This is an optimization exercise on Yosys and OpenROAD, whose aim is small area, not a production implementation.
RTL that was checked went through simulation tests only; none was proved equivalent to the original.
For runs 1 and 3, only the layout was checked, not whether the RTL still works.
Power figures rest on the tool's default switching activity, not on a simulated workload.

File: flow/flow/run.sh
#!/bin/bash
# Own layout flow: the standard ORFS flow (standard.sh) with
#  - the combinational logic mapped by whichever ABC script in flow/abc/
#    gives the smallest cell area while its netlist still meets the clock
#    before layout (flip-flops are mapped by Yosys exactly as in the standard
#    synthesis, so their names and cell types are unchanged),
#  - extra settings from flow/env.sh (port buffer cell, clock tree options,
#    area recovery).
# ORFS logs each tool under orfs/logs/; make's output of each synthesis try
# goes to try_<script>.log and of the final run to flow_make.log; the
# choice is logged in choose.log.
set -euo pipefail
W=$PWD
rm -rf "$W/myscripts"
cp -r "$FLOW_HOME/scripts" "$W/myscripts"
python3 - "$W/myscripts/synth_preamble.tcl" <<'PY'
import sys
p = sys.argv[1]
s = open(p).read()
key = "# Create argument list for stat"
assert key in s
s = s.replace(key, "if { [info exists ::env(MY_ABC_SCRIPT)] } {\n  set abc_script $::env(MY_ABC_SCRIPT)\n}\n" + key, 1)
open(p, "w").write(s)
PY
export SCRIPTS_DIR="$W/myscripts"
if [[ -f "$W/flow/env.sh" ]]; then
  source "$W/flow/env.sh"
fi
RES="$W/orfs/results/$FLOW_PLATFORM/money/base"
REP="$W/orfs/reports/$FLOW_PLATFORM/money/base"
PLAT="$FLOW_HOME/platforms/$FLOW_PLATFORM"
LIB="$PLAT/lib/sky130_fd_sc_hd__tt_025C_1v80.lib"
: > "$W/choose.log"
for s in "$W"/flow/abc/*.script; do
  name=$(basename "$s" .script)
  rm -rf "$W/orfs"
  if ! MY_ABC_SCRIPT="$s" bash "$W/standard.sh" synth > "$W/try_$name.log" 2>&1; then
    echo "$name failed" >> "$W/choose.log"
    continue
  fi
  area=$(grep "Chip area" "$REP/synth_stat.txt" | awk '{print $NF}')
  cat > "$W/sta_$name.tcl" <<EOT
read_lef $PLAT/lef/sky130_fd_sc_hd.tlef
read_lef $PLAT/lef/sky130_fd_sc_hd_merged.lef
read_liberty $LIB
read_verilog $RES/1_2_yosys.v
link_design $FLOW_TOP
read_sdc $FLOW_SDC
set_driving_cell -lib_cell sky130_fd_sc_hd__buf_1 [delete_from_list [all_inputs] [get_ports CLK]]
report_worst_slack -max -digits 3
EOT
  slack=$(openroad -no_init -exit "$W/sta_$name.tcl" 2>&1 | tee "$W/sta_$name.log" | awk '/^worst slack max/ {print $4}')
  echo "$name $area $slack" >> "$W/choose.log"
done
best=$(python3 - "$W/choose.log" <<'PY'
import sys
rows = []
for line in open(sys.argv[1]):
    f = line.split()
    if len(f) == 3 and f[1] != "failed":
        try:
            rows.append((f[0], float(f[1]), float(f[2])))
        except ValueError:
            pass
ok = [r for r in rows if r[2] >= 0.0]
if ok:
    print(min(ok, key=lambda r: (r[1], r[0]))[0])
else:
    print(max(rows, key=lambda r: r[2])[0])
PY
)
echo "chosen $best" >> "$W/choose.log"
rm -rf "$W/orfs"
export MY_ABC_SCRIPT="$W/flow/abc/$best.script"
bash "$W/standard.sh" finish > "$W/flow_make.log" 2>&1
File: flow/flow/abc/s3.script
strash
balance
rewrite
refactor
balance
rewrite
rewrite -z
balance
refactor -z
rewrite -z
balance
dch
map -a
File: flow/flow/env.sh
export BUFFER_PORTS_ARGS="-buffer_cell sky130_fd_sc_hd__buf_1"
export CTS_ARGS="-dont_use_dummy_load -buf_list sky130_fd_sc_hd__clkbuf_16 -root_buf sky130_fd_sc_hd__clkbuf_16 -distance_between_buffers 500"
export RECOVER_POWER=100
File: flow/standard.sh
#!/bin/bash
# synth_recipe.tcl (not shown) runs the flow's synth.tcl, then flattens the netlist and writes it again
# the make line also repeats each setting of config.mk as NAME=value (left out here)
make -C /OpenROAD-flow-scripts/flow DESIGN_CONFIG=/design/flow/config.mk WORK_HOME=/design/flow/orfs CLKGATE_MAP_FILE= SYNTH_SCRIPT=/design/flow/synth_recipe.tcl "${@:-finish}"
File: flow/config.mk
export PLATFORM = sky130hd
export DESIGN_NAME = money
export DESIGN_NICKNAME = money
export VERILOG_FILES = /design/flow/design.v
export SDC_FILE = /design/flow/constraint.sdc
export NUM_CORES = 4
export LEC_CHECK = 0
export CAP_MARGIN = 20
export CORE_MARGIN = 2
export CORE_UTILIZATION = 40
export GPL_TIMING_DRIVEN = 0
export SLEW_MARGIN = 20
File: flow/constraint.sdc
create_clock -name core_clock -period 5.0 [get_ports {CLK}]
set_input_delay 1.0000 -clock core_clock [delete_from_list [all_inputs] [get_ports {CLK}]]
set_output_delay 1.0000 -clock core_clock [all_outputs]
set_load 0.01 [all_outputs]
File: flow/design.v
module money(reset,CLK, M0, M1, M2, M3, M4, M5, ti , wi, ci, B1, B2, B3, C1, C2, C3, C4, rr, out, To, Wo, Co, Bo, C, so, RRo);
input reset;
input CLK;
input M0;
input M1;
input M2;
input M3;
input M4;
input M5;
input ti;
input wi;
input ci;
input B1;
input B2;
input B3;
input C1;
input C2;
input C3;
input C4;
input rr;
output reg [7:0]out;
output To;
output Wo;
output Co;
output [2:0]Bo;
output [3:0]C;
output [9:0]so;
output reg [2:0]RRo;
reg [9:0] d;
reg [9:0] z;
reg s;
reg [1:0] n;
assign {C, Bo, Co, Wo, To} = d;
assign so = z & {10{s}};
wire card = M4 | M5;
wire coin = ~card & (M0 | M1 | M2 | M3);
wire ge5  = out >= 8'd5;
wire ge7  = out >= 8'd7;
wire ge10 = out >= 8'd10;
wire ge20 = out >= 8'd20;
wire ge25 = out >= 8'd25;
wire ge30 = out >= 8'd30;
wire ge50 = out >= 8'd50;
wire [9:0] req = {C4, C3, C2, C1, B3, B2, B1, ci, wi, ti};
wire [9:0] afford = card ? 10'h3ff : {ge50, ge25, ge10, ge30, ge25, ge20, ge10, ge7, ge20, ge5};
wire open = ~(n[1] & ~n[0]);
wire [9:0] elig = req & afford;
reg [9:0] first;
reg seen;
integer i;
always @* begin
	seen = 1'b0;
	for (i = 0; i < 10; i = i + 1) begin
		first[i] = elig[i] & ~seen;
		seen = seen | elig[i];
	end
end
wire scan = ~rr & ~coin & open;
wire hit_zero = |(first & z);
wire sell = scan & seen & ~hit_zero;
reg [7:0] price;
always @* begin
	price = 8'd0;
	if (first[0] & ~z[0]) price = price | 8'd5;
	if (first[1] & ~z[1]) price = price | 8'd20;
	if (first[2] & ~z[2]) price = price | 8'd7;
	if (first[3] & ~z[3]) price = price | 8'd10;
	if (first[4] & ~z[4]) price = price | 8'd20;
	if (first[5] & ~z[5]) price = price | 8'd25;
	if (first[6] & ~z[6]) price = price | 8'd30;
	if (first[7] & ~z[7]) price = price | 8'd10;
	if (first[8] & ~z[8]) price = price | 8'd25;
	if (first[9] & ~z[9]) price = price | 8'd50;
end
reg [7:0] k;
reg [2:0] rro_n;
always @* begin
	k = 8'hff;
	rro_n = RRo;
	if (rr) begin
		if (ge20)          begin k = ~8'd20; rro_n = 3'd2; end
		else if (ge10)     begin k = ~8'd10; rro_n = 3'd1; end
		else if (ge5)      begin k = ~8'd5;  rro_n = 3'd4; end
		else if (out >= 2) begin k = ~8'd2;  rro_n = 3'd3; end
		else if (out == 1) begin k = ~8'd1;  rro_n = 3'd5; end
		else               rro_n = 3'd0;
	end else if (coin) begin
		if (M0)      k = 8'd9;
		else if (M1) k = 8'd0;
		else if (M2) k = 8'd1;
		else         k = 8'd4;
	end else if (~card & open) begin
		k = ~price;
	end
end
always @(posedge CLK) begin
	if (reset) begin
		out <= 8'd0;
		RRo <= 3'd0;
		d <= 10'd0;
		z <= 10'd0;
		s <= 1'b0;
		n <= 2'd0;
	end else begin
		out <= out + k + 8'd1;
		RRo <= rro_n;
		if (sell) begin
			d <= d | first;
			z <= z | (first & d);
			n <= {n[0], ~n[1]};
		end
		if (scan & hit_zero) s <= 1'b1;
	end
end
endmodule
==> results of run 1 <==
## tightest hold or removal path: stages, from the launching register on
cell and delay (ns):
dfxtp_1 0.30, clkinv_1 0.06, a21oi_1 0.06
## registers in the layout, summed over array words and instances, names as in the netlist
register  count
out           8
z            10
n             2
RRo           3
d            10
s             1
## per-stage QoR
step	hold WS (ns)	setup slack, ns	cells	TNS [ns]	instance area [sq um]
2_1_floorplan	0.433	0.474	285	0	1890
3_3_place_gp	0.449	-0.376	388	-0.895	2140
3_5_place_dp	0.453	-0.380	388	-0.901	2140
4_1_cts	0.460	0.0420	393	0	2270
5_1_grt	0.496	0.00477	395	0	2340
6_report	0.457	0.457	395	0	2340
## power by group through the flow
| stage | Combinational [mW] | Sequential, mW | Clock [mW] |
|---|---|---|---|
| after floorplan | 0.287 | 0.373 | 0 |
| after global placement | 0.395 | 0.366 | 0 |
| after detailed placement | 0.400 | 0.367 | 0 |
| after CTS | 0.407 | 0.366 | 0.287 |
| after global routing | 0.500 | 0.380 | 0.296 |
| final | 0.429 | 0.372 | 0.281 |
## layout by cell type, fill, tap and decap left out
| cell | Yosys | final |
|---|---|---|
| a211oi_1 | 3 | 3 |
| a21oi_1 | 43 | 40 |
| a21oi_2 | 0 | 2 |
| a21oi_4 | 0 | 1 |
| a221oi_1 | 3 | 3 |
| a22oi_1 | 1 | 1 |
| a31oi_1 | 1 | 1 |
| a32o_1 | 1 | 1 |
| and2_2 | 3 | 3 |
| buf_1 | 0 | 47 |
| buf_4 | 0 | 2 |
| clkbuf_1 | 0 | 2 |
| clkbuf_16 | 0 | 5 |
| clkinv_1 | 45 | 43 |
| dfxtp_1 | 34 | 34 |
| fa_1 | 1 | 1 |
| ha_1 | 7 | 7 |
| inv_2 | 0 | 2 |
| nand2_1 | 39 | 39 |
| nand3_1 | 17 | 16 |
| nand3_2 | 0 | 1 |
| nand4_1 | 1 | 1 |
| nor2_1 | 51 | 47 |
| nor2_2 | 0 | 4 |
| nor3_1 | 3 | 3 |
| nor4_4 | 0 | 1 |
| o211ai_1 | 1 | 1 |
| o21a_1 | 2 | 2 |
| o21ai_0 | 25 | 23 |
| o21ai_2 | 0 | 2 |
| o311ai_0 | 1 | 1 |
| or2_2 | 1 | 1 |
| xor2_1 | 1 | 1 |
## cell families (layout without fill, tap and decap cells)
| kind of cell | count (synthesis) | after routing |
|---|---|---|
| and+or+nand+nor | 116 | 116 |
| AOI/OAI and AO/OA | 81 | 81 |
| buffers and inverters | 45 | 101 |
| DFF | 34 | 34 |
| adders and majority gates | 8 | 8 |
| xor gates and xnor gates | 1 | 1 |
## what timing repair did
| action | in CTS | in global routing |
|---|---|---|
| pin swaps | 0 | 4 |
| setup endpoints to repair | 2 | 4 |
| buffers inserted | 0 | 2 |
| gates resized for setup | 4 | 13 |
## worst paths after layout
kind / startpoint / to / slack, ns / cells past startpoint
max: M5 / out[7] / 0.46 / 30
min: z[0] / z[0] / 0.46 / 2
max reg2reg: out[4] / out[7] / 0.52 / 31
min reg2reg: z[0] / z[0] / 0.46 / 2
## layout make-up
| cell class | instances | area share |
|---|---|---|
| multi-input combinational | 206 | 0.469 |
| sequential | 34 | 0.291 |
| timing repair buffer | 51 | 0.0851 |
| inverter | 45 | 0.0723 |
| clock buffer | 5 | 0.0535 |
| tap | 54 | 0.0289 |
## per-layer routing
| metal | vias up | track usage |
|---|---|---|
| met3 | 4 | 0.0442 |
| li1 | 1074 | - |
| met1 | 894 | 0.263 |
| met4 | 0 | 0.0761 |
| met5 | - | 0 |
| met2 | 45 | 0.316 |
==> run notes, run 1 <==
status=timing/DRC/antenna clean; Die ar.=5290 sq um; Port Buffers=between 40 and 50; Routed Antenna Nets=0; clock share of power=0.260; Yosys top cell area share=0.360; hold buffer count at CTS=0; CP top delay family=simple AND/OR/NAND/NOR gates; most area-consuming cells after synthesis=dfxtp_1 36%, a21oi_1 11%, nor2_1 10%; Cell Area, Synth=1890 sq um; PD cells=463 nW/um^2; Finish-stage setup viols=0; Final Max Tran Viols=0; share of layout cells above drive strength 1=0.0704; vias in the first global route=1834; initial antenna violation count=0; Fill cells=between 500 and 600; metal1 wirelength=between 2000 and 2500 um; gr ovfl total=0; Synth Area in XOR/XNOR=0.00464; Mapped Nets=approximately 310; Final Critical Period=4.54 ns; Clock Latency Late Sink=between 0.2 and 0.3 ns; Ports=50; Detailed Routing Iterations Pass 1=4; largest net degree at the start of global routing=26; worst path bufs/invs=3; Clock Path Buffers=2; Register Area=681 sq um; CP arrival=between 4 and 5 ns; Seq pwr share=0.344; Crit Path Category=primary input to register; CTS root buf=clkbuf_16; Top Layer Used=met4; skew final=0.00930 ns; worst stage delay on the critical path=0.29 ns; worst slew margin relative to its limit=0.270; sequential share of the synthesized area=0.360; cell with the most instances after synthesis=nor2_1; GPL Wtd Cong=0.886; cells after synthesis=between 200 and 300; number of max-cap violations=0; Worst-Margin Slew=1.09 ns; mux cell area share after synthesis=0; Int Pwr=0.647 mW; DRC Markers=0; Synth Area in Adders=0.0570; Max Fanout on Critical Path=6; total CTS buffers=5; Final Hold Violating Endpoints=0; RSZ-0062 raised after global routing=false; clock sinks=34; most used cell, CP=nand2_1; Core Region=roughly 4600 sq um; switching share of power=0.402; post-synthesis async set-or-reset flop share=0; Leakage Power=0.853 nW; CTS tree=done; Syn Area/Cell=6.63 sq um; first-pass GRT wire length=between 8000 and 9000 um; Final #Nets=370; Met2 Routed Length=between 2000 and 2500 um; area leader, netlist=dfxtp_1; area delta synth->final=23.7%; combinational fraction of design power=0.396; period utilization=0.909; DRT iter0 DRCs=71; net load switching power=0.435 mW; DR WL/cell=12.4 um; DP Wirelength=3750 um; crit path capture type=register; largest family of logic cells by synthesized area=simple AND/OR/NAND/NOR gates; post-synthesis simple-gate area fraction=0.254; Yosys warning total=1; Synth Register Bits=34; VDD IR-drop max=297 uV; Worst Hold Class=register to register; Main synth FF type=dfxtp_1; slowest cell on the critical path=ha_1; EDFF count, synth=0; diodes inserted=0; FP Rows=25; Reg clk slew, reported paths=0.05 ns; Achievable Freq=220 MHz; Critical Path Source Type=primary input; CTS H-tree lvls=2; post-DR vias/cell=~5.1; DRT Wirelength=4890 um; most frequent cells after synthesis=51 x nor2_1, 45 x clkinv_1, 43 x a21oi_1; Finished Core Util=0.505; GRT Overall Usage=0.199; total power=1.08 mW; multi-input logic area=1100 sq um; Die Height=between 70 and 80 um; DR WL met3=roughly 250 um; Initial Util=0.408; CP required=5.20 ns; Distinct cells, synth=23; die width=72.7 um; via count=between 2000 and 2500; Synth Area in Compound Gates=0.235
==> run 2: changes to the inputs <==
--- a/flow/design.v
+++ b/flow/design.v
@@ -45,4 +45,3 @@
 wire [9:0] afford = card ? 10'h3ff : {ge50, ge25, ge10, ge30, ge25, ge20, ge10, ge7, ge20, ge5};
-wire open = ~(n[1] & ~n[0]);
-wire [9:0] elig = req & afford;
+wire [9:0] elig = req & afford & {10{~(n[1] & n[0])}};
 reg [9:0] first;
@@ -57,3 +56,3 @@
 end
-wire scan = ~rr & ~coin & open;
+wire scan = ~rr & ~coin;
 wire hit_zero = |(first & z);
@@ -91,3 +90,3 @@
 		else         k = 8'd4;
-	end else if (~card & open) begin
+	end else if (~card) begin
 		k = ~price;
@@ -109,3 +108,3 @@
 			z <= z | (first & d);
-			n <= {n[0], ~n[1]};
+			n <= n + 2'd1;
 		end
==> flow/flow/abc/abc2.script (new file) <==
strash
dch
map -a
==> flow/flow/abc/abc6.script (new file) <==
strash
dch
amap
==> flow/flow/abc/s7.script (new file) <==
strash
balance
rewrite
refactor
balance
rewrite
rewrite -z
balance
refactor -z
rewrite -z
balance
dch -f
map -a
strash
dch -f
map -a
==> flow/flow/abc/s9.script (new file) <==
strash
ifraig
balance
rewrite
refactor
balance
rewrite
rewrite -z
balance
refactor -z
rewrite -z
balance
dch -f
amap
==> flow/flow/abc/t2.script (new file) <==
strash
balance
rewrite
refactor
balance
rewrite
rewrite -z
balance
refactor -z
rewrite -z
balance
&get -n
&deepsyn -T 60
&put
dch -f
map -a
==> flow/flow/abc/u1.script (new file) <==
strash
balance
rewrite
refactor
balance
rewrite
rewrite -z
balance
refactor -z
rewrite -z
balance
dch -f
amap
==> flow/flow/abc/u2.script (new file) <==
strash
dch -f
amap
==> flow/flow/abc/u3.script (new file) <==
strash
&get -n
&deepsyn -T 30
&put
dch
amap
==> flow/flow/abc/u5.script (new file) <==
strash
ifraig
balance
rewrite
refactor
balance
rewrite
rewrite -z
balance
refactor -z
rewrite -z
balance
dch
amap
==> flow/flow/env.sh (replaced) <==
export BUFFER_PORTS_ARGS="-buffer_cell sky130_fd_sc_hd__buf_1"
export CTS_ARGS="-sink_clustering_enable -repair_clock_nets -dont_use_dummy_load -buf_list sky130_fd_sc_hd__clkbuf_4 -root_buf sky130_fd_sc_hd__clkbuf_4 -sink_clustering_size 20 -sink_clustering_max_diameter 100"
export RECOVER_POWER=100
==> run notes, run 2 <==
share of layout cells above drive strength 1=0.0492 (-0.0212); commonest non-fill, non-tap cell in the layout=nor2_1; FF-to-FF path depth=25 (-19%); Detailed Routing Iterations Pass 1=4 (unchanged); reg2reg end=out[7]; total CTS buffers=5 (unchanged); crit path capture type=register; Initial Util=0.421 (+0.0133); period utilization=0.923 (+0.0142); Syn Area/Cell=6.94 sq um (+4.6%); DR WL/cell=12.8 um (+3.5%); status=timing/DRC/antenna clean; Fill cells=496 (-5.0%); CP required=5.20 ns (about the same); diodes inserted=0 (unchanged); switching share of power=0.435 (+0.0328); worst path bufs/invs=3 (unchanged); DP Area=2120 sq um (-0.82%); Seq pwr share=0.396 (+0.052); Main synth FF type=dfxtp_1; first-pass GRT wire length=7750 um (-5.0%); most used cell, CP=nor2_1; placed instance count=371 (-4.4%); die width=72.4 um (-0.41%); DRT Wirelength=4830 um (-1.2%); Core Region=4440 sq um (-4.0%); hold buffer count at CTS=0 (unchanged); Leakage Power=0.787 nW (-7.8%); Distinct cells, synth=28 (+22%); vias in the first global route=1676 (-8.6%); Max Fanout on Critical Path=9 (+3); largest net degree at the start of global routing=33 (+27%); Yosys warning total=1 (unchanged); hold_sp=d[4]; combinational fraction of design power=0.462 (+0.066); initial antenna violation count=0 (unchanged); Final Max Tran Viols=0 (unchanged); GRT Overall Usage=0.190 (-0.00852); Routed Antenna Nets=0 (unchanged); gr ovfl total=0 (unchanged); DP Worst Slack=-0.706 ns (-0.326 ns); CTS root buf=clkbuf_4; CTS tree=done; GPL Wtd Cong=0.880 (-0.69%); Port Buffers=49 (unchanged); net load switching power=0.407 mW (-6.5%); Die ar.=5250 sq um (-0.81%); Mapped Nets=298 (-4.5%); Yosys top cell area share=0.363 (+0.00313); VDD IR-drop max=172 uV (-42%); DRC Markers=0 (unchanged); most area-consuming cells after synthesis=dfxtp_1 36%, nor2_1 18%, clkinv_1 5.6%; Post-Layout Cell Count=377 (-4.6%); Finish-stage setup viols=0 (unchanged); Clock Path Buffers=2 (unchanged); Ports=50 (unchanged); Hold WS=0.468 ns (+0.0117 ns); cell with the most instances after synthesis=nor2_1; Int Pwr=0.528 mW (-18%); area leader, netlist=dfxtp_1; commonest non-fill, non-tap cells in the layout=83 x nor2_1, 47 x buf_1, 34 x dfxtp_1, 27 x clkinv_1, 19 x a21oi_1; area delta synth->final=18.2%; clock share of power=0.142 (-0.118); Final WS setup=0.386 ns (-0.0708 ns); Final Hold Violating Endpoints=0 (unchanged); FP Rows=24 (-4.0%); biggest regs=d x10, z x10, out x8; sequential share of the synthesized area=0.363 (+0.00313); Achievable Freq=217 MHz (-1.5%); skew final=0.0174 ns (+0.00810 ns); Crit Path Category=primary input to register; R2R Setup Slk=0.49 ns (-0.03 ns); PD cells=423 nW/um^2 (-8.8%); Die Height=72.4 um (-0.41%); Reg clk slew, reported paths=0.10 ns (+0.05 ns); DP Wirelength=3750 um (about the same); clock sinks=34 (unchanged); CP top delay family=simple AND/OR/NAND/NOR gates; reg2reg start=out[1]; post-DR vias/cell=5.12 (+0.31%); Final Critical Period=4.61 ns (+0.0708 ns); Worst Hold Class=register to register; CP arrival=4.81 ns (+0.06 ns); Synth Register Bits=34 (unchanged); Worst-Margin Slew=0.603 ns (-0.492 ns); worst stage delay on the critical path=0.43 ns (+0.14 ns); number of max-cap violations=0 (unchanged); cells after synthesis=270 (-5.3%); most frequent cells after synthesis=88 x nor2_1, 34 x dfxtp_1, 28 x clkinv_1; finished layout cell area=2210 sq um (-5.3%); Worst Hold Path EP=d[4]; EDFF count, synth=0 (unchanged); slowest cell on the critical path=or3_1; CTS H-tree lvls=2 (unchanged); Final #Nets=355 (-4.1%); hold path depth=2 (unchanged); worst slew margin relative to its limit=0.598 (+0.328); via count=1931 (-4.3%); Clock Latency Late Sink=0.33 ns (+0.05 ns); Cell Area, Synth=1870 sq um (-0.86%); Critical Path Source Type=primary input; post-synthesis async set-or-reset flop share=0 (unchanged); DRT iter0 DRCs=110 (+55%)
[run 2: cell types whose count changed after synthesis, moves of 4 or more]
cell and change:
nor2_1 +37, nand2_1 -27, a21oi_1 -23, clkinv_1 -17, nand3_1 -15, nor2b_1 +10
nor3_1 +10, o21ai_0 -9, or2_0 +5, nand2b_1 +4
[run 2: area by class of cell]
| cell class | instances | area, sq um | area share |
|---|---|---|---|
| repair buffers | 50 | 193 | 0.0871 |
| multi-input cells | 208 | 1130 | 0.510 |
| inverters | 28 | 108 | 0.0486 |
| flip-flops and latches | 34 | 681 | 0.308 |
| well taps | 52 | 65.1 | 0.0294 |
| clock buffers | 5 | 37.5 | 0.0170 |
[run 2: metal layers]
metal	GRT usage	vias up	wire, um
met4	0.0556	0	55
met2	0.286	46	2080
met1	0.272	860	2430
li1	-	1019	-
met3	0.0444	6	264
met5	0	-	0
[run 2: power by group through the flow]
stage | Clock [mW] | Sequential (mW) | Combinational (mW)
after global placement | 0 | 0.368 | 0.408
after CTS | 0.138 | 0.362 | 0.421
after floorplan | 0 | 0.374 | 0.297
after detailed placement | 0 | 0.368 | 0.414
final | 0.133 | 0.371 | 0.432
after global routing | 0.150 | 0.378 | 0.498
[run 2: how the worst max path moves through the flow]
stage / from / end / slack, ns / cells after the start
final: M5 / out[7] / 0.39 / 26
after global routing: out[2] / out[7] / -0.005 / 25
after CTS: out[7] / out[7] / 0.006 / 25
after detailed placement: M5 / out[7] / -0.71 / 24
after global placement: M5 / out[7] / -0.75 / 24
after floorplan: M5 / out[7] / 0.19 / 23
[run 2: metrics by stage]
step	setup TNS, ns	util	total power [mW]
2_1_floorplan	0	-	0.670
3_3_place_gp	-4.98	0.477	0.775
3_5_place_dp	-4.52	0.478	0.782
4_1_cts	0	0.490	0.921
5_1_grt	-0.00453	0.498	1.03
6_report	0	0.498	0.935
[run 2: worst min-delay path: stages (launching register included)]
cell and delay (ns):
dfxtp_1 0.34, clkinv_1 0.04, a21oi_1 0.05
[run 2: cell families after synthesis]
family,after synthesis,synth area share
adder cells (fa/ha/maj),9,0.0641
buffers and inverters,28,0.0561
AO/OA/AOI/OAI,60,0.194
flip-flops,34,0.363
AND/OR/NAND/NOR,139,0.322
[run 2: repair_timing]
item,in CTS,in global routing
gates resized for setup,4,13
pin swaps,1,1
buffers inserted,1,0
endpoints found under the setup margin,3,16
==> run 3: changes to the inputs <==
--- a/flow/design.v
+++ b/flow/design.v
@@ -45,3 +45,4 @@
 wire [9:0] afford = card ? 10'h3ff : {ge50, ge25, ge10, ge30, ge25, ge20, ge10, ge7, ge20, ge5};
-wire [9:0] elig = req & afford & {10{~(n[1] & n[0])}};
+wire open = ~(n[1] & ~n[0]);
+wire [9:0] elig = req & afford;
 reg [9:0] first;
@@ -56,3 +57,3 @@
 end
-wire scan = ~rr & ~coin;
+wire scan = ~rr & ~coin & open;
 wire hit_zero = |(first & z);
@@ -90,3 +91,3 @@
 		else         k = 8'd4;
-	end else if (~card) begin
+	end else if (~card & open) begin
 		k = ~price;
@@ -108,3 +109,3 @@
 			z <= z | (first & d);
-			n <= n + 2'd1;
+			n <= {n[0], ~n[1]};
 		end
--- a/flow/flow/run.sh
+++ b/flow/flow/run.sh
@@ -3,10 +3,11 @@
 #  - the combinational logic mapped by whichever ABC script in flow/abc/
-#    gives the smallest cell area while its netlist still meets the clock
-#    before layout (flip-flops are mapped by Yosys exactly as in the standard
+#    gives the smallest cell area while its netlist meets the clock before
+#    layout (flip-flops are mapped by Yosys exactly as in the standard
 #    synthesis, so their names and cell types are unchanged),
 #  - extra settings from flow/env.sh (port buffer cell, clock tree options,
-#    area recovery).
+#    area recovery),
+#  - timing repair aiming at a negative setup margin first (see below).
 # ORFS logs each tool under orfs/logs/; make's output of each synthesis try
-# goes to try_<script>.log and of the final run to flow_make.log; the
-# choice is logged in choose.log.
+# goes to try_<script>.log and of the layout to flow_make*.log; the choices
+# are logged in choose.log.
 set -euo pipefail
@@ -36,3 +37,3 @@
   rm -rf "$W/orfs"
-  if ! MY_ABC_SCRIPT="$s" bash "$W/standard.sh" synth > "$W/try_$name.log" 2>&1; then
+  if ! MY_ABC_SCRIPT="$s" timeout 600 bash "$W/standard.sh" synth > "$W/try_$name.log" 2>&1; then
     echo "$name failed" >> "$W/choose.log"
@@ -51,3 +52,3 @@
 EOT
-  slack=$(openroad -no_init -exit "$W/sta_$name.tcl" 2>&1 | tee "$W/sta_$name.log" | awk '/^worst slack max/ {print $4}')
+  slack=$(openroad -no_init -exit "$W/sta_$name.tcl" 2>&1 | tee "$W/sta_$name.log" | awk '/^worst slack max/ {print $4}' || true)
   echo "$name $area $slack" >> "$W/choose.log"
@@ -59,3 +60,3 @@
     f = line.split()
-    if len(f) == 3 and f[1] != "failed":
+    if len(f) == 3:
         try:
@@ -64,3 +65,3 @@
             pass
-ok = [r for r in rows if r[2] >= 0.0]
+ok = [r for r in rows if r[2] >= 0.1]
 if ok:
@@ -68,3 +69,3 @@
 else:
-    print(max(rows, key=lambda r: r[2])[0])
+    print(max(rows, key=lambda r: (r[2], -r[1]))[0])
 PY
@@ -72,4 +73,14 @@
 echo "chosen $best" >> "$W/choose.log"
-rm -rf "$W/orfs"
 export MY_ABC_SCRIPT="$W/flow/abc/$best.script"
-bash "$W/standard.sh" finish > "$W/flow_make.log" 2>&1
+# Timing repair during the layout works from estimated parasitics that are
+# pessimistic here, so it first aims below zero slack and only aims higher if
+# ORFS's final report (extracted parasitics) shows too little slack left.
+for m in -0.4 -0.2 0; do
+  rm -rf "$W/orfs" "$W/out/final.def"
+  bash "$W/standard.sh" SETUP_SLACK_MARGIN=$m finish > "$W/flow_make_$m.log" 2>&1
+  fslack=$(awk '/^worst slack max/ {print $4}' "$REP/6_finish.rpt" | head -1 || true)
+  echo "setup margin $m: final worst slack by ORFS: $fslack" >> "$W/choose.log"
+  if python3 -c "import sys; sys.exit(0 if float('${fslack:-x}') >= 0.2 else 1)" 2>/dev/null; then
+    break
+  fi
+done
==> flow/flow/abc/v1.script (new file) <==
strash
balance
rewrite
refactor
balance
rewrite
rewrite -z
balance
refactor -z
rewrite -z
balance
dch -f
amap
==> flow/flow/abc/v2.script (new file) <==
strash
dc2
dch -f
amap
==> flow/flow/abc/v7.script (new file) <==
strash
balance
rewrite
refactor
balance
rewrite
rewrite -z
balance
refactor -z
rewrite -z
balance
dch -f
map -a
amap
removed: flow/flow/abc/u3.script
==> run notes, run 3 <==
post-DR vias/cell=5.26 (+2.7%); initial antenna violation count=0 (unchanged); vias in the first global route=1741 (+3.9%); Main synth FF type=dfxtp_1; Achievable Freq=211 MHz (-2.7%); worst slew margin relative to its limit=0.256 (-0.342); Int Pwr=0.535 mW (+1.2%); diodes inserted=0 (unchanged); hold_sp=n[1]; Max Fanout on Critical Path=6 (-3); Final #Nets=351 (-1.1%); PD cells=419 nW/um^2 (-0.74%); DRC Markers=0 (unchanged); hold buffer count at CTS=0 (unchanged); clock share of power=0.142 (about the same); finished layout cell area=2290 sq um (+3.6%); Port Buffers=49 (unchanged); largest net degree at the start of global routing=33 (unchanged); reg2reg start=out[7]; Final Hold Violating Endpoints=0 (unchanged); Ports=50 (unchanged); Core Region=4410 sq um (-0.68%); number of max-cap violations=0 (unchanged); via count=1968 (+1.9%); area delta synth->final=23.0%; worst stage delay on the critical path=0.40 ns (-0.03 ns); commonest non-fill, non-tap cells in the layout=52 x nor2_1, 47 x buf_1, 34 x dfxtp_1, 33 x clkinv_1, 30 x a21oi_1; GPL Wtd Cong=0.903 (+2.5%); DR WL/cell=13.2 um (+3.2%); Cell Area, Synth=1860 sq um (-0.47%); Crit Path Category=primary input to register; skew final=0.0263 ns (+0.00893 ns); Critical Path Source Type=primary input; CTS root buf=clkbuf_4; switching share of power=0.444 (+0.00915); Hold WS=0.466 ns (-0.00268 ns); crit path capture type=register; gr ovfl total=0 (unchanged); most frequent cells after synthesis=57 x nor2_1, 35 x clkinv_1, 34 x dfxtp_1; Setup TNS Final=0 ns (unchanged); EDFF count, synth=0 (unchanged); CP top delay family=simple AND/OR/NAND/NOR gates; Reg clk slew, reported paths=0.08 ns (-0.02 ns); combinational fraction of design power=0.491 (+0.029); Yosys warning total=1 (unchanged); Final Critical Period=4.74 ns (+0.129 ns); cell with the most instances after synthesis=nor2_1; period utilization=0.948 (+0.0257); Worst Hold Class=register to register; Worst-Margin Slew=1.11 ns (+0.507 ns); FP Rows=24 (unchanged); CTS tree=done; sequential share of the synthesized area=0.365 (+0.00171); slowest cell on the critical path=or3_1; CTS H-tree lvls=2 (unchanged); commonest non-fill, non-tap cell in the layout=nor2_1; CP required=5.25 ns (+0.05 ns); Finish-stage setup viols=0 (unchanged); die width=72.3 um (-0.22%); DP Wirelength=3750 um (about the same); cells after synthesis=262 (-3.0%); Routed Antenna Nets=0 (unchanged); clock sinks=34 (unchanged); Synth Register Bits=34 (unchanged); VDD IR-drop max=303 uV (+76%); share of layout cells above drive strength 1=0.0932 (+0.0439); Die ar.=5220 sq um (-0.44%); Clock Path Buffers=2 (unchanged); most area-consuming cells after synthesis=dfxtp_1 37%, nor2_1 11%, a21oi_1 8.1%; GRT Overall Usage=0.198 (+0.00735); Detailed Routing Iterations Pass 1=4 (unchanged); worst path bufs/invs=2 (-1); Distinct cells, synth=31 (+11%); net load switching power=0.427 mW (+5.0%); first-pass GRT wire length=7970 um (+2.9%); Leakage Power=0.758 nW (-3.7%); area leader, netlist=dfxtp_1; DRT iter0 DRCs=114 (+3.6%); Seq pwr share=0.367 (-0.029); CP startpoint=M5; post-synthesis async set-or-reset flop share=0 (unchanged); status=timing/DRC/antenna clean; Yosys top cell area share=0.365 (+0.00171); DP Area=2140 sq um (+0.88%); Clock Latency Late Sink=0.34 ns (about the same); Final Max Tran Viols=0 (unchanged); total CTS buffers=5 (unchanged); most used cell, CP=nor2_1; Syn Area/Cell=7.12 sq um (+2.6%); biggest regs=d x10, z x10, out x8; Mapped Nets=289 (-3.0%); DRT Wirelength=4940 um (+2.4%); Die Height=72.3 um (-0.22%); Initial Util=0.422 (+0.000883); CP arrival=4.99 ns (+0.18 ns)
## run 3: repair_timing
| item | 4_1_cts | 5_1_grt |
|---|---|---|
| setup endpoints to repair | 2 | 2 |
| gates resized for setup | 11 | 17 |
| pin swaps | 1 | 2 |
| buffers inserted | 3 | 2 |
## run 3: metrics by stage
step	total power, mW	instances	setup slack (ns)	util
2_1_floorplan	0.673	262	0.237	-
3_5_place_dp	0.793	364	-0.746	0.485
3_3_place_gp	0.782	363	-0.825	0.479
4_1_cts	0.944	372	0.00140	0.509
6_report	0.962	374	0.258	0.520
5_1_grt	1.05	374	-0.0168	0.520
## run 3: layout make-up
type / count / area, sq um
clock buffer: 5 / 37.5
tap: 52 / 65.1
sequential: 34 / 681
multi-input combinational: 193 / 1140
timing repair buffer: 55 / 238
inverter: 35 / 133
fill: 466 / 2120
## run 3: power groups by stage
stage	Combinational [mW]	Sequential [mW]	Clock, mW
floorplan	0.307	0.366	0
global placement	0.427	0.355	0
detailed placement	0.436	0.357	0
CTS	0.452	0.352	0.140
global route	0.534	0.361	0.152
finish	0.472	0.353	0.137
## run 3: logic make-up after synthesis
family / synth area share
fa+ha+maj: 0.0577
xor+xnor: 0.00470
buf+inv: 0.0705
simple gates: 0.263
compound gates: 0.239
flops: 0.365
## run 3: per-layer routing
metal,vias up,track usage,routed length (um)
li1,1041,-,-
met2,42,0.299,2160
met5,-,0,0
met1,878,0.272,2500
met3,7,0.0556,220
met4,0,0.0650,65
## run 3: worst paths after layout
kind              slack (ns)  endpoint  cells after the start
setup / recovery        0.26    out[7]                     26
hold / removal          0.47      n[0]                      1
setup reg to reg        0.34    out[7]                     28
hold reg to reg         0.47      n[0]                      1
==> run 4: changes to the inputs <==
--- a/flow/design.v
+++ b/flow/design.v
@@ -60,37 +60,19 @@
 wire sell = scan & seen & ~hit_zero;
-reg [7:0] price;
-always @* begin
-	price = 8'd0;
-	if (first[0] & ~z[0]) price = price | 8'd5;
-	if (first[1] & ~z[1]) price = price | 8'd20;
-	if (first[2] & ~z[2]) price = price | 8'd7;
-	if (first[3] & ~z[3]) price = price | 8'd10;
-	if (first[4] & ~z[4]) price = price | 8'd20;
-	if (first[5] & ~z[5]) price = price | 8'd25;
-	if (first[6] & ~z[6]) price = price | 8'd30;
-	if (first[7] & ~z[7]) price = price | 8'd10;
-	if (first[8] & ~z[8]) price = price | 8'd25;
-	if (first[9] & ~z[9]) price = price | 8'd50;
-end
-reg [7:0] k;
-reg [2:0] rro_n;
-always @* begin
-	k = 8'hff;
-	rro_n = RRo;
-	if (rr) begin
-		if (ge20)          begin k = ~8'd20; rro_n = 3'd2; end
-		else if (ge10)     begin k = ~8'd10; rro_n = 3'd1; end
-		else if (ge5)      begin k = ~8'd5;  rro_n = 3'd4; end
-		else if (out >= 2) begin k = ~8'd2;  rro_n = 3'd3; end
-		else if (out == 1) begin k = ~8'd1;  rro_n = 3'd5; end
-		else               rro_n = 3'd0;
-	end else if (coin) begin
-		if (M0)      k = 8'd9;
-		else if (M1) k = 8'd0;
-		else if (M2) k = 8'd1;
-		else         k = 8'd4;
-	end else if (~card & open) begin
-		k = ~price;
-	end
-end
+wire [9:0] g = first & ~z & {10{~rr & ~coin & ~card & open}};
+wire r20 = rr & ge20;
+wire r10 = rr & ~ge20 & ge10;
+wire r5  = rr & ~ge10 & ge5;
+wire r2  = rr & ~ge5 & (out >= 8'd2);
+wire r1  = rr & (out == 8'd1);
+wire c10 = ~rr & coin & M0;
+wire c1  = ~rr & coin & ~M0 & M1;
+wire c2  = ~rr & coin & ~M0 & ~M1 & M2;
+wire c5  = ~rr & coin & ~M0 & ~M1 & ~M2;
+wire [7:0] sub_v = ({8{g[0] | r5}} & 8'd5) | ({8{g[1] | g[4] | r20}} & 8'd20) |
+                   ({8{g[2]}} & 8'd7) | ({8{g[3] | g[7] | r10}} & 8'd10) |
+                   ({8{g[5] | g[8]}} & 8'd25) | ({8{g[6]}} & 8'd30) |
+                   ({8{g[9]}} & 8'd50) | ({8{r2}} & 8'd2) | ({8{r1}} & 8'd1);
+wire [7:0] add_clr = ({8{c10}} & ~8'd9) | ({8{c1}} & ~8'd0) | ({8{c2}} & ~8'd1) | ({8{c5}} & ~8'd4);
+wire [7:0] k = ~(sub_v | add_clr);
+wire [2:0] rro_n = rr ? {r5 | r1, r20 | r2, r10 | r2 | r1} : RRo;
 always @(posedge CLK) begin
==> run notes, run 4 <==
status=timing/DRC/antenna clean; Initial Util=0.417 (-0.00509); post-synthesis async set-or-reset flop share=0 (unchanged); number of max-cap violations=0 (unchanged); commonest non-fill, non-tap cells in the layout=55 x nor2_1, 47 x buf_1, 34 x dfxtp_1, 33 x clkinv_1, 24 x a21oi_1; FF-to-FF path depth=26 (-7.1%); Core Region=4350 sq um (-1.4%); period utilization=0.948 (about the same); FP Rows=24 (unchanged); diodes inserted=0 (unchanged); total CTS buffers=5 (unchanged); worst stage delay on the critical path=0.39 ns (about the same); Max Fanout on Critical Path=7 (+1); die width=71.4 um (-1.2%); Final Critical Period=4.74 ns (-0.00364 ns); most frequent cells after synthesis=55 x nor2_1, 34 x clkinv_1, 34 x dfxtp_1; vias in the first global route=1660 (-4.7%); biggest regs=d x10, z x10, out x8; DRT Wirelength=4690 um (-5.1%); area delta synth->final=16.6%; DP Wirelength=3690 um (-1.6%); crit path to=out[6]; Post-Layout Cell Count=357 (-4.5%); switching share of power=0.426 (-0.0179); Clock Path Buffers=2 (unchanged); Mapped Nets=278 (-3.8%); Int Pwr=0.522 mW (-2.4%); DRT iter0 DRCs=128 (+12%); Critical Path Source Type=primary input; cell with the most instances after synthesis=nor2_1; post-CTS setup repair buffer count=0 (-3); R2R Setup Slk=0.27 ns (-0.07 ns); Leakage Power=0.721 nW (-4.9%); initial antenna violation count=0 (unchanged); placed instance count=352 (-3.3%); Worst Hold Class=register to register; skew final=0.0245 ns (-0.00186 ns); Fill cells=455 (-2.4%); Detailed Routing Iterations Pass 1=4 (unchanged); GPL Wtd Cong=0.880 (-2.5%); clock sinks=34 (unchanged); Ports=50 (unchanged); Die Height=71.4 um (-1.2%); Setup TNS Final=0 ns (unchanged); reg2reg start=out[1]; EDFF count, synth=0 (unchanged); Die ar.=5100 sq um (-2.4%); Syn Area/Cell=7.24 sq um (+1.7%); Main synth FF type=dfxtp_1; combinational fraction of design power=0.474 (-0.017); CTS H-tree lvls=2 (unchanged); Port Buffers=49 (unchanged); Seq pwr share=0.380 (+0.013); share of layout cells above drive strength 1=0.0262 (-0.0669); Hold WS=0.476 ns (+0.0107 ns); Cell Area, Synth=1820 sq um (-2.6%); Reg clk slew, reported paths=0.09 ns (about the same); CP required=5.25 ns (about the same); GRT Overall Usage=0.194 (-0.00403); Clock Latency Late Sink=0.34 ns (about the same); Cell Chain, Critical Path=buf_1 -> nor2_1 -> inv_2 -> o31ai_4 -> nand4_1 -> nand2b_1 -> nand2b_1 -> nand2b_1 -> nand2b_1 -> nor2_1 -> a22oi_1 -> nor2_1 -> or4_1 -> ha_1 -> clkinv_1 -> fa_1 -> nor2b_1 -> o21a_1 -> nor2_1 -> nor2_1 -> o21a_1 -> nor2_1 -> nor2_1 -> a211oi_1; largest net degree at the start of global routing=33 (unchanged); CTS tree=done; Achievable Freq=211 MHz (about the same); net load switching power=0.388 mW (-9.2%); first-pass GRT wire length=7760 um (-2.7%); via count=1823 (-7.4%); Finish-stage setup viols=0 (unchanged); cells after synthesis=251 (-4.2%); most used cell, CP=nor2_1; slowest cell on the critical path=fa_1; Worst-Margin Slew=0.599 ns (-0.511 ns); Routed Antenna Nets=0 (unchanged); commonest non-fill, non-tap cell in the layout=nor2_1; DRC Markers=0 (unchanged); crit path capture type=register; VDD IR-drop max=316 uV (+4.4%); post-DR vias/cell=5.11 (-3.0%); CP arrival=4.99 ns (about the same); DR WL/cell=13.1 um (-0.62%); Yosys warning total=1 (unchanged); Final Hold Violating Endpoints=0 (unchanged); CTS root buf=clkbuf_4; reg2reg end=out[7]; clock share of power=0.146 (+0.004); total power=0.910 mW (-5.4%); Final Max Tran Viols=0 (unchanged); worst slew margin relative to its limit=0.601 (+0.345); area leader, netlist=dfxtp_1; Final #Nets=334 (-4.8%); CP startpoint=M5; Distinct cells, synth=32 (+3.2%); RSZ-0062 raised after global routing=true; gr ovfl total=0 (unchanged); Synth Register Bits=34 (unchanged); Crit Path Category=primary input to register; Yosys top cell area share=0.375 (+0.00955); hold buffer count at CTS=0 (unchanged); PD cells=429 nW/um^2 (+2.4%); sequential share of the synthesized area=0.375 (+0.00955); most area-consuming cells after synthesis=dfxtp_1 37%, nor2_1 11%, clkinv_1 7.0%
-- run 4: cell count changes after synthesis, moves of 2 or more --
cell / change
nor2b_1: -5
o21ai_0: -9
or2_0: -2
a22oi_1: +3
a21oi_1: -6
nand2b_1: +5
nand2_1: +3
nor2_1: -2
nor3_1: +3
a31oi_1: -3
a2111oi_0: -2
and3_1: +2
-- run 4: what timing repair did --
item,in CTS,in global routing
resized for setup,0,4
hold endpoints to repair,0,0
endpoints found under the setup margin,0,3
-- run 4: per-layer routing --
layer / vias up / GRT usage / share of wire
met1: 781 / 0.269 / 0.49
met4: 0 / 0.0566 / 0.015
met2: 50 / 0.303 / 0.44
li1: 985 / - / -
met3: 7 / 0.0422 / 0.049
met5: - / 0 / 0
-- run 4: cells by family (layout without fill, tap and decap cells) --
| family | after synthesis | count (layout) | share of synthesized area |
|---|---|---|---|
| AOI/OAI and AO/OA | 61 | 61 | 0.207 |
| xor gates and xnor gates | 1 | 1 | 0.00482 |
| adders and majority gates | 8 | 8 | 0.0592 |
| buffers and inverters | 34 | 88 | 0.0702 |
| DFF | 34 | 34 | 0.375 |
| and+or+nand+nor | 113 | 113 | 0.284 |
-- run 4: power groups by stage --
stage	Combinational [mW]	Clock, mW	Sequential (mW)
2_1_floorplan	0.307	0	0.362
3_3_place_gp	0.416	0	0.351
3_5_place_dp	0.422	0	0.353
4_1_cts	0.425	0.138	0.347
5_1_grt	0.495	0.147	0.352
6_report	0.431	0.133	0.346
-- run 4: layout make-up --
class / instances / area (sq um) / share of cell area
multi-input cells: 183 / 1020 / 0.483
flip-flops and latches: 34 / 681 / 0.321
repair buffers: 49 / 185 / 0.0874
inverters: 34 / 128 / 0.0602
well taps: 52 / 65.1 / 0.0307
clock buffers: 5 / 37.5 / 0.0177
-- run 4: through the flow --
step                area (sq um)  setup slack, ns  utilization
finish                      2120            0.261        0.486
global route                2120           -0.209        0.486
CTS                         2100           -0.134        0.483
detailed placement          2070           -0.454        0.475
global placement            2070           -0.457        0.474
floorplan                   1820            0.339            -
-- run 4: worst min path at each step --
stage / from / end / cells past startpoint
2_1_floorplan: n[1] / n[0] / 1
3_3_place_gp: s / s / 2
3_5_place_dp: RRo[2] / RRo[2] / 2
4_1_cts: RRo[2] / RRo[2] / 2
5_1_grt: RRo[2] / RRo[2] / 2
6_report: RRo[2] / RRo[2] / 2
-- run 4: worst max-delay path: cells and delay by family --
| kind | cells | cell delay, ns |
|---|---|---|
| adder cells (fa/ha/maj) | 2 | 0.53 |
| AND/OR/NAND/NOR | 14 | 2.21 |
| buffers and inverters | 3 | 0.30 |
| AO/OA/AOI/OAI | 5 | 0.96 |
==> run 5: changes to the inputs <==
--- a/flow/design.v
+++ b/flow/design.v
@@ -36,9 +36,13 @@
 wire coin = ~card & (M0 | M1 | M2 | M3);
-wire ge5  = out >= 8'd5;
-wire ge7  = out >= 8'd7;
-wire ge10 = out >= 8'd10;
-wire ge20 = out >= 8'd20;
-wire ge25 = out >= 8'd25;
-wire ge30 = out >= 8'd30;
-wire ge50 = out >= 8'd50;
+wire hi   = out[7] | out[6];
+wire ge50 = hi | (out[5] & out[4] & (out[3] | out[2] | out[1]));
+wire m32  = hi | out[5];
+wire ge30 = m32 | (out[4] & out[3] & out[2] & out[1]);
+wire ge25 = m32 | (out[4] & out[3] & (out[2] | out[1] | out[0]));
+wire ge20 = m32 | (out[4] & (out[3] | out[2]));
+wire m16  = m32 | out[4];
+wire ge10 = m16 | (out[3] & (out[2] | out[1]));
+wire m8   = m16 | out[3];
+wire ge7  = m8 | (out[2] & out[1] & out[0]);
+wire ge5  = m8 | (out[2] & (out[1] | out[0]));
 wire [9:0] req = {C4, C3, C2, C1, B3, B2, B1, ci, wi, ti};
@@ -64,4 +68,5 @@
 wire r5  = rr & ~ge10 & ge5;
-wire r2  = rr & ~ge5 & (out >= 8'd2);
-wire r1  = rr & (out == 8'd1);
+wire ge2  = m8 | out[2] | out[1];
+wire r2  = rr & ~ge5 & ge2;
+wire r1  = rr & ~ge2 & out[0];
 wire c10 = ~rr & coin & M0;
--- a/flow/flow/run.sh
+++ b/flow/flow/run.sh
@@ -65,3 +65,3 @@
             pass
-ok = [r for r in rows if r[2] >= 0.1]
+ok = [r for r in rows if r[2] >= 0.3]
 if ok:
@@ -77,3 +77,3 @@
 # ORFS's final report (extracted parasitics) shows too little slack left.
-for m in -0.4 -0.2 0; do
+for m in -0.4 -0.3 -0.2 -0.1 0; do
   rm -rf "$W/orfs" "$W/out/final.def"
==> run notes, run 5 <==
total power=0.937 mW (+3.0%); Die Height=71.1 um (-0.36%); Crit Path Category=register to register; DP Worst Slack=-0.0631 ns (+0.391 ns); EDFF count, synth=0 (unchanged); Achievable Freq=211 MHz (-0.20%); CTS root buf=clkbuf_4; Post-Layout Cell Count=353 (-1.1%); CP top delay family=simple AND/OR/NAND/NOR gates; Worst Hold Class=register to register; worst slew margin relative to its limit=0.570 (-0.0303); Max Fanout on Critical Path=5 (-2); skew final=0.0180 ns (-0.00652 ns); Yosys warning total=1 (unchanged); commonest non-fill, non-tap cells in the layout=60 x nor2_1, 48 x buf_1, 34 x dfxtp_1, 32 x clkinv_1, 21 x a21oi_1; Final Critical Period=4.75 ns (+0.00935 ns); DRT Wirelength=4650 um (-0.92%); Syn Area/Cell=7.30 sq um (+0.85%); largest family of logic cells by synthesized area=simple AND/OR/NAND/NOR gates; most frequent cells after synthesis=60 x nor2_1, 34 x dfxtp_1, 32 x clkinv_1; FP Rows=24 (unchanged); Worst Hold Path EP=z[6]; Synth Area in Adders=0.0597 (+0.000452); area leader, netlist=dfxtp_1; Finish-stage setup viols=0 (unchanged); Final Hold Violating Endpoints=0 (unchanged); Critical Path Source Type=register; diodes inserted=0 (unchanged); CP arrival=5.00 ns (about the same); Detailed Routing Iterations Pass 1=4 (unchanged); reg2reg end=out[7]; DR WL/cell=13.2 um (+0.21%); CTS H-tree lvls=2 (unchanged); Setup TNS Final=0 ns (unchanged); Final WS setup=0.252 ns (-0.00935 ns); placed instance count=348 (-1.1%); area delta synth->final=16.0%; Cell Area, Synth=1800 sq um (-0.76%); Routed Antenna Nets=0 (unchanged); Final Max Tran Viols=0 (unchanged); Port Buffers=49 (unchanged); Initial Util=0.414 (-0.00316); post-CTS setup repair buffer count=0 (unchanged); Synth Area in XOR/XNOR=0 (-0.00482); Final #Nets=330 (-1.2%); Core Region=4350 sq um (unchanged); Mapped Nets=274 (-1.4%); PD cells=448 nW/um^2 (+4.4%); Synth Area in Compound Gates=0.221 (+0.0141); post-synthesis async set-or-reset flop share=0 (unchanged); Die ar.=5060 sq um (-0.73%); via count=1833 (+0.55%); post-DR vias/cell=5.19 (+1.7%); cell with the most instances after synthesis=nor2_1; Leakage Power=0.704 nW (-2.3%); Reg clk slew, reported paths=0.10 ns (about the same); most area-consuming cells after synthesis=dfxtp_1 38%, nor2_1 12%, clkinv_1 6.7%; most used cell, CP=nor2_1; Main synth FF type=dfxtp_1; largest net degree at the start of global routing=35 (+6.1%); hold path depth=2 (unchanged); commonest non-fill, non-tap cell in the layout=nor2_1; reg2reg start=out[7]; total CTS buffers=5 (unchanged); hold_sp=z[6]; clock sinks=34 (unchanged); gr ovfl total=0 (unchanged); Yosys top cell area share=0.378 (+0.00286); status=timing/DRC/antenna clean; GPL Wtd Cong=0.896 (+1.7%); sequential share of the synthesized area=0.378 (+0.00286); DP Wirelength=3580 um (-2.9%); DRC Markers=0 (unchanged); worst path bufs/invs=1 (-2); Ports=50 (unchanged); CP required=5.25 ns (about the same); R2R Setup Slk=0.25 ns (-0.02 ns); VDD IR-drop max=249 uV (-21%); slowest cell on the critical path=or3_1; die width=71.1 um (-0.36%); vias in the first global route=1575 (-5.1%); number of max-cap violations=0 (unchanged); Worst-Margin Slew=0.636 ns (+0.0373 ns); mux cell area share after synthesis=0 (unchanged); share of layout cells above drive strength 1=0.0199 (-0.00630); first-pass GRT wire length=7620 um (-1.7%); crit path capture type=register; biggest regs=d x10, z x10, out x8; Clock Latency Late Sink=0.35 ns (about the same); period utilization=0.950 (+0.00187); initial antenna violation count=0 (unchanged); Clock Path Buffers=2 (unchanged); worst stage delay on the critical path=0.43 ns (+0.04 ns); Distinct cells, synth=29 (-9.4%); CTS tree=done; Synth Register Bits=34 (unchanged); cells after synthesis=247 (-1.6%); DRT iter0 DRCs=91 (-29%); GRT Overall Usage=0.193 (-0.00105); post-synthesis simple-gate area fraction=0.275 (-0.00894); FF-to-FF path depth=26 (unchanged); CP startpoint=out[7]
==> run 5: cell types whose count changed after synthesis, sizes merged, moves of 3 or more <==
cell / change
a21oi: -3
nand2b: -4
nor2b: +3
nor3: -7
nor2: +5
==> run 5: cell type report <==
cell class / count / area (sq um)
Timing Repair Buffer: 49 / 185
Inverter: 32 / 120
Fill cell: 480 / 2260
Sequential cell: 34 / 681
Multi-Input combinational cell: 181 / 1000
Clock buffer: 5 / 37.5
Tap cell: 52 / 65.1
==> run 5: routing by layer <==
metal  wire length, um  GRT usage  vias up
li1                  -          -      977
met1              2340      0.273      819
met2              2090      0.296       31
met3               174     0.0456        6
met4                48     0.0503        0
met5                 0          0        -
==> run 5: worst max path at each step <==
stage	to	cells after the start	slack, ns
after floorplan	out[7]	23	0.70
final	out[7]	26	0.25
after detailed placement	out[7]	24	-0.06
after global routing	out[7]	26	-0.25
after global placement	out[7]	24	-0.09
after CTS	out[7]	26	0.16
==> run 5: timing repair <==
item                                    4_1_cts  5_1_grt
gates resized for setup                       0        1
hold buffers                                  0        0
endpoints found under the setup margin        0        1
==> run 5: cells by family after synthesis <==
logic type | after synthesis
and+or+nand+nor | 110
AOI/OAI and AO/OA | 63
buffers and inverters | 32
adders and majority gates | 8
DFF | 34
==> run 5: tightest hold or removal path: stages, from the launching register on <==
cell      delay, ns
dfxtp_1        0.33
clkinv_1       0.07
a21oi_1        0.06
==> run 5: power breakdown <==
group / switching (mW) / total (mW) / internal [mW]
logic: 0.269 / 0.441 / 0.172
clock network: 0.0894 / 0.136 / 0.0470
registers: 0.0466 / 0.360 / 0.313
total: 0.405 / 0.937 / 0.532
==> run 5: metrics by stage <==
| step | hold slack, ns | area, sq um | util |
|---|---|---|---|
| global placement | 0.461 | 2050 | 0.471 |
| floorplan | 0.439 | 1800 | - |
| detailed placement | 0.470 | 2050 | 0.472 |
| CTS | 0.487 | 2090 | 0.480 |
| finish | 0.485 | 2090 | 0.480 |
| global route | 0.503 | 2090 | 0.480 |
==> run 6: changes to the inputs <==
--- a/flow/flow/run.sh
+++ b/flow/flow/run.sh
@@ -2,6 +2,7 @@
 # Own layout flow: the standard ORFS flow (standard.sh) with
-#  - the combinational logic mapped by whichever ABC script in flow/abc/
-#    gives the smallest cell area while its netlist meets the clock before
-#    layout (flip-flops are mapped by Yosys exactly as in the standard
-#    synthesis, so their names and cell types are unchanged),
+#  - the combinational logic mapped by whichever ABC script in flow/abc/,
+#    with or without Yosys's adder extraction, gives the smallest cell area
+#    while its netlist has at least 0.3 ns of setup slack before layout
+#    (flip-flops are mapped by Yosys exactly as in the standard synthesis,
+#    so their names and cell types are unchanged),
 #  - extra settings from flow/env.sh (port buffer cell, clock tree options,
@@ -34,6 +35,10 @@
 : > "$W/choose.log"
+# Each ABC script is tried with Yosys's full-adder extraction (std) and
+# without it (noadd, ADDER_MAP_FILE empty).
 for s in "$W"/flow/abc/*.script; do
-  name=$(basename "$s" .script)
+ for mode in std noadd; do
+  name=$(basename "$s" .script)_$mode
+  if [[ $mode == noadd ]]; then extra=(ADDER_MAP_FILE=); else extra=(); fi
   rm -rf "$W/orfs"
-  if ! MY_ABC_SCRIPT="$s" timeout 600 bash "$W/standard.sh" synth > "$W/try_$name.log" 2>&1; then
+  if ! MY_ABC_SCRIPT="$s" timeout 600 bash "$W/standard.sh" "${extra[@]}" synth > "$W/try_$name.log" 2>&1; then
     echo "$name failed" >> "$W/choose.log"
@@ -54,2 +59,3 @@
   echo "$name $area $slack" >> "$W/choose.log"
+ done
 done
@@ -73,3 +79,4 @@
 echo "chosen $best" >> "$W/choose.log"
-export MY_ABC_SCRIPT="$W/flow/abc/$best.script"
+export MY_ABC_SCRIPT="$W/flow/abc/${best%_*}.script"
+if [[ ${best##*_} == noadd ]]; then extra=(ADDER_MAP_FILE=); else extra=(); fi
 # Timing repair during the layout works from estimated parasitics that are
@@ -79,3 +86,3 @@
   rm -rf "$W/orfs" "$W/out/final.def"
-  bash "$W/standard.sh" SETUP_SLACK_MARGIN=$m finish > "$W/flow_make_$m.log" 2>&1
+  bash "$W/standard.sh" "${extra[@]}" SETUP_SLACK_MARGIN=$m finish > "$W/flow_make_$m.log" 2>&1
   fslack=$(awk '/^worst slack max/ {print $4}' "$REP/6_finish.rpt" | head -1 || true)
==> run notes, run 6 <==
die width=70.7 um (-0.65%); Cell Chain, Critical Path=or3_1 -> o31ai_1 -> clkinv_1 -> o21ai_2 -> nand4_1 -> nand2b_1 -> nand2b_1 -> nand2b_1 -> nand2b_1 -> nor2b_1 -> nand2b_1 -> o31ai_2 -> nor3_1 -> nand2_1 -> o21ai_0 -> nor2_1 -> a21oi_1 -> o311a_1 -> o311ai_0 -> o21ai_0 -> a21oi_1; vias in the first global route=1726 (+9.6%); Finish-stage setup viols=0 (unchanged); slowest cell on the critical path=or3_1; commonest non-fill, non-tap cell in the layout=nor2_1; largest family of logic cells by synthesized area=simple AND/OR/NAND/NOR gates; DP Wirelength=3780 um (+5.6%); total CTS buffers=5 (unchanged); Clock Latency Late Sink=0.34 ns (about the same); Critical Path Source Type=register; Die Height=70.7 um (-0.65%); CTS H-tree lvls=2 (unchanged); Clock Path Buffers=2 (unchanged); area delta synth->final=17.3%; DR WL/cell=13.1 um (-0.25%); worst path bufs/invs=1 (unchanged); Synth Register Bits=34 (unchanged); EDFF count, synth=0 (unchanged); Synth Area in Compound Gates=0.247 (+0.0256); period utilization=0.957 (+0.00699); Levels on crit path=21 (-19%); DRT Wirelength=4820 um (+3.7%); mux cell area share after synthesis=0 (unchanged); Detailed Routing Iterations Pass 1=5 (+1); net load switching power=0.402 mW (-0.80%); CTS root buf=clkbuf_4; finished layout cell area=2090 sq um (-0.24%); area leader, netlist=dfxtp_1; Crit Path Category=register to register; Worst-Margin Slew=0.768 ns (+0.131 ns); via count=1943 (+6.0%); first-pass GRT wire length=8050 um (+5.6%); Syn Area/Cell=6.84 sq um (-6.3%); Yosys warning total=1 (unchanged); FP Rows=24 (unchanged); hold path depth=2 (unchanged); number of max-cap violations=0 (unchanged); post-synthesis simple-gate area fraction=0.309 (+0.0341); Achievable Freq=209 MHz (-0.73%); Initial Util=0.411 (-0.00291); CP arrival=5.03 ns (+0.03 ns); cells after synthesis=260 (+5.3%); DP Area=2030 sq um (-1.2%); sequential share of the synthesized area=0.383 (+0.00531); Final Critical Period=4.78 ns (+0.0349 ns); most frequent cells after synthesis=74 x nor2_1, 34 x dfxtp_1, 29 x clkinv_1; Distinct cells, synth=31 (+6.9%); Die ar.=4990 sq um (-1.3%); worst stage delay on the critical path=0.43 ns (about the same); post-DR vias/cell=5.29 (+2.0%); clock sinks=34 (unchanged); skew final=0.0272 ns (+0.00923 ns); largest net degree at the start of global routing=32 (-8.6%); DRC Markers=0 (unchanged); Final #Nets=336 (+1.8%); Reg clk slew, reported paths=0.09 ns (about the same); Synth Area in XOR/XNOR=0 (unchanged); Max Fanout on Critical Path=5 (unchanged); commonest non-fill, non-tap cells in the layout=74 x nor2_1, 48 x buf_1, 34 x dfxtp_1, 29 x clkinv_1, 23 x a21oi_1; Final Max Tran Viols=0 (unchanged); GRT Overall Usage=0.203 (+0.0108); diodes inserted=0 (unchanged); Int Pwr=0.499 mW (-6.2%); status=timing/DRC/antenna clean; CTS tree=done; post-synthesis async set-or-reset flop share=0 (unchanged); share of layout cells above drive strength 1=0.0317 (+0.0118); gr ovfl total=0 (unchanged); clock share of power=0.148 (+0.002); Fill cells=481 (+0.21%); Cell Area, Synth=1780 sq um (-1.4%); Leakage Power=0.688 nW (-2.3%); Final Hold Violating Endpoints=0 (unchanged); FF-to-FF path depth=21 (-19%); CP required=5.25 ns (about the same); worst slew margin relative to its limit=0.475 (-0.0952); initial antenna violation count=0 (unchanged); Synth Area in Adders=0 (-0.0597); GPL Wtd Cong=0.954 (+6.5%); most area-consuming cells after synthesis=dfxtp_1 38%, nor2_1 16%, o21ai_0 6.8%; Mapped Nets=279 (+1.8%); hold buffer count at CTS=0 (unchanged); Yosys top cell area share=0.383 (+0.00531); cell with the most instances after synthesis=nor2_1; PD cells=432 nW/um^2 (-3.6%); switching share of power=0.446 (+0.0137); Ports=50 (unchanged); CP top delay family=compound AO/OA/AOI/OAI gates; Routed Antenna Nets=0 (unchanged); most used cell, CP=nand2b_1; DRT iter0 DRCs=118 (+30%); VDD IR-drop max=207 uV (-17%); Core Region=4320 sq um (-0.69%); combinational fraction of design power=0.457 (-0.014); Port Buffers=49 (unchanged); crit path capture type=register; Seq pwr share=0.395 (+0.011); total power=0.901 mW (-3.8%); biggest regs=d x10, z x10, out x8; Worst Hold Class=register to register; Main synth FF type=dfxtp_1
## run 6: changes by cell type after synthesis, sizes merged, moves of 6 or more
| cell | delta |
|---|---|
| o21ai | +12 |
| nor2b | -6 |
| or2 | +9 |
| nor3 | -6 |
| ha | -7 |
| nor2 | +14 |
| nand3 | -8 |
## run 6: stage by stage
stage / setup TNS (ns) / worst slack, ns / instances / hold slack (ns) / util
final: 0 / 0.217 / 367 / 0.475 / 0.482
after global routing: -0.484 / -0.256 / 367 / 0.499 / 0.482
after CTS: -0.392 / -0.262 / 366 / 0.475 / 0.478
after detailed placement: -0.719 / -0.396 / 361 / 0.461 / 0.469
after global placement: -0.786 / -0.390 / 361 / 0.448 / 0.469
after floorplan: 0 / 0.467 / 260 / 0.436 / -
## run 6: cell families (layout without fill, tap and decap cells)
family / after synthesis / count (layout)
simple gates: 124 / 124
compound gates: 73 / 73
flops: 34 / 34
buf+inv: 29 / 84
## run 6: routing by layer
layer  global-route usage  wire length [um]
met5                    0                 0
met4               0.0608                75
met3               0.0541               292
met2                0.309              2100
met1                0.285              2350
## run 6: worst paths after layout
check / endpoint / from / slack, ns
max: out[6] / out[7] / 0.22
min: RRo[1] / RRo[1] / 0.48
max reg2reg: out[6] / out[7] / 0.22
min reg2reg: RRo[1] / RRo[1] / 0.48
## run 6: final cells by class
class                   instances  area [sq um]  area share
repair buffers                 50           193      0.0924
inverters                      29           109      0.0522
well taps                      52          65.1      0.0312
clock buffers                   5          37.5      0.0180
flip-flops and latches         34           681       0.326
multi-input cells             197          1000       0.480
## run 6: what timing repair did
| item | in CTS | in global routing |
|---|---|---|
| buffers inserted | 0 | 1 |
| endpoints found under the setup margin | 0 | 4 |
| hold endpoints to repair | 0 | 0 |
| gates resized for setup | 0 | 5 |
## run 6: power by group through the flow
| stage | clock, mW | combinational (mW) | sequential (mW) |
|---|---|---|---|
| global route | 0.149 | 0.468 | 0.366 |
| detailed placement | 0 | 0.400 | 0.362 |
| floorplan | 0 | 0.280 | 0.372 |
| CTS | 0.139 | 0.402 | 0.356 |
| global placement | 0 | 0.397 | 0.361 |
| finish | 0.134 | 0.412 | 0.356 |
## run 6: worst reg2reg max path, stage by stage (launching register included)
cell and delay (ns):
dfxtp_1 0.35, or3_1 0.43, o31ai_1 0.40, clkinv_1 0.22, o21ai_2 0.22, nand4_1 0.14
nand2b_1 0.17, nand2b_1 0.15, nand2b_1 0.15, nand2b_1 0.16, nor2b_1 0.17, nand2b_1 0.15
o31ai_2 0.37, nor3_1 0.16, nand2_1 0.11, o21ai_0 0.11, nor2_1 0.18, a21oi_1 0.09
o311a_1 0.34, o311ai_0 0.36, o21ai_0 0.15, a21oi_1 0.13

## re-timing with driven ports
Ports are ideal in the flow. The routed layouts listed here were re-timed in OpenROAD.
Step 1 sets driving cells, clkbuf_16 on the clock port and buf_2 on the other inputs (assumed; they add their load-dependent delay and slew).
Step 2 adds t to the input delays and takes it off the output delays; t is the mean of the earliest and latest rising clock arrival at the registers after step 1. Input paths then give back, and output paths get back, about the clock's delay inside the block.
a / b / c = no drivers / after step 1 / after step 2; a / b = the first two.
run | t, ns | setup WS [ns] | clock arrival spread, ns
run 1 | 0.304 | 0.457 / 0.466 / 0.162 | 0.009 / 0.009
run 2 | 0.350 | 0.386 / 0.390 / 0.040 | 0.017 / 0.018
run 3 | 0.356 | 0.258 / 0.264 / -0.092 | 0.026 / 0.027
run 4 | 0.354 | 0.261 / 0.262 / -0.091 | 0.024 / 0.025
run 5 | 0.358 | 0.252 / 0.252 / -0.075 | 0.018 / 0.018
run 6 | 0.353 | 0.217 / 0.217 / -0.058 | 0.028 / 0.027
Met with ideal ports but missed after step 2: setup timing in run 3, run 4, run 5 and run 6. The setup slack of run 4, which loses most, moves by +0.001 ns with the drivers and by -0.352 ns with both steps.
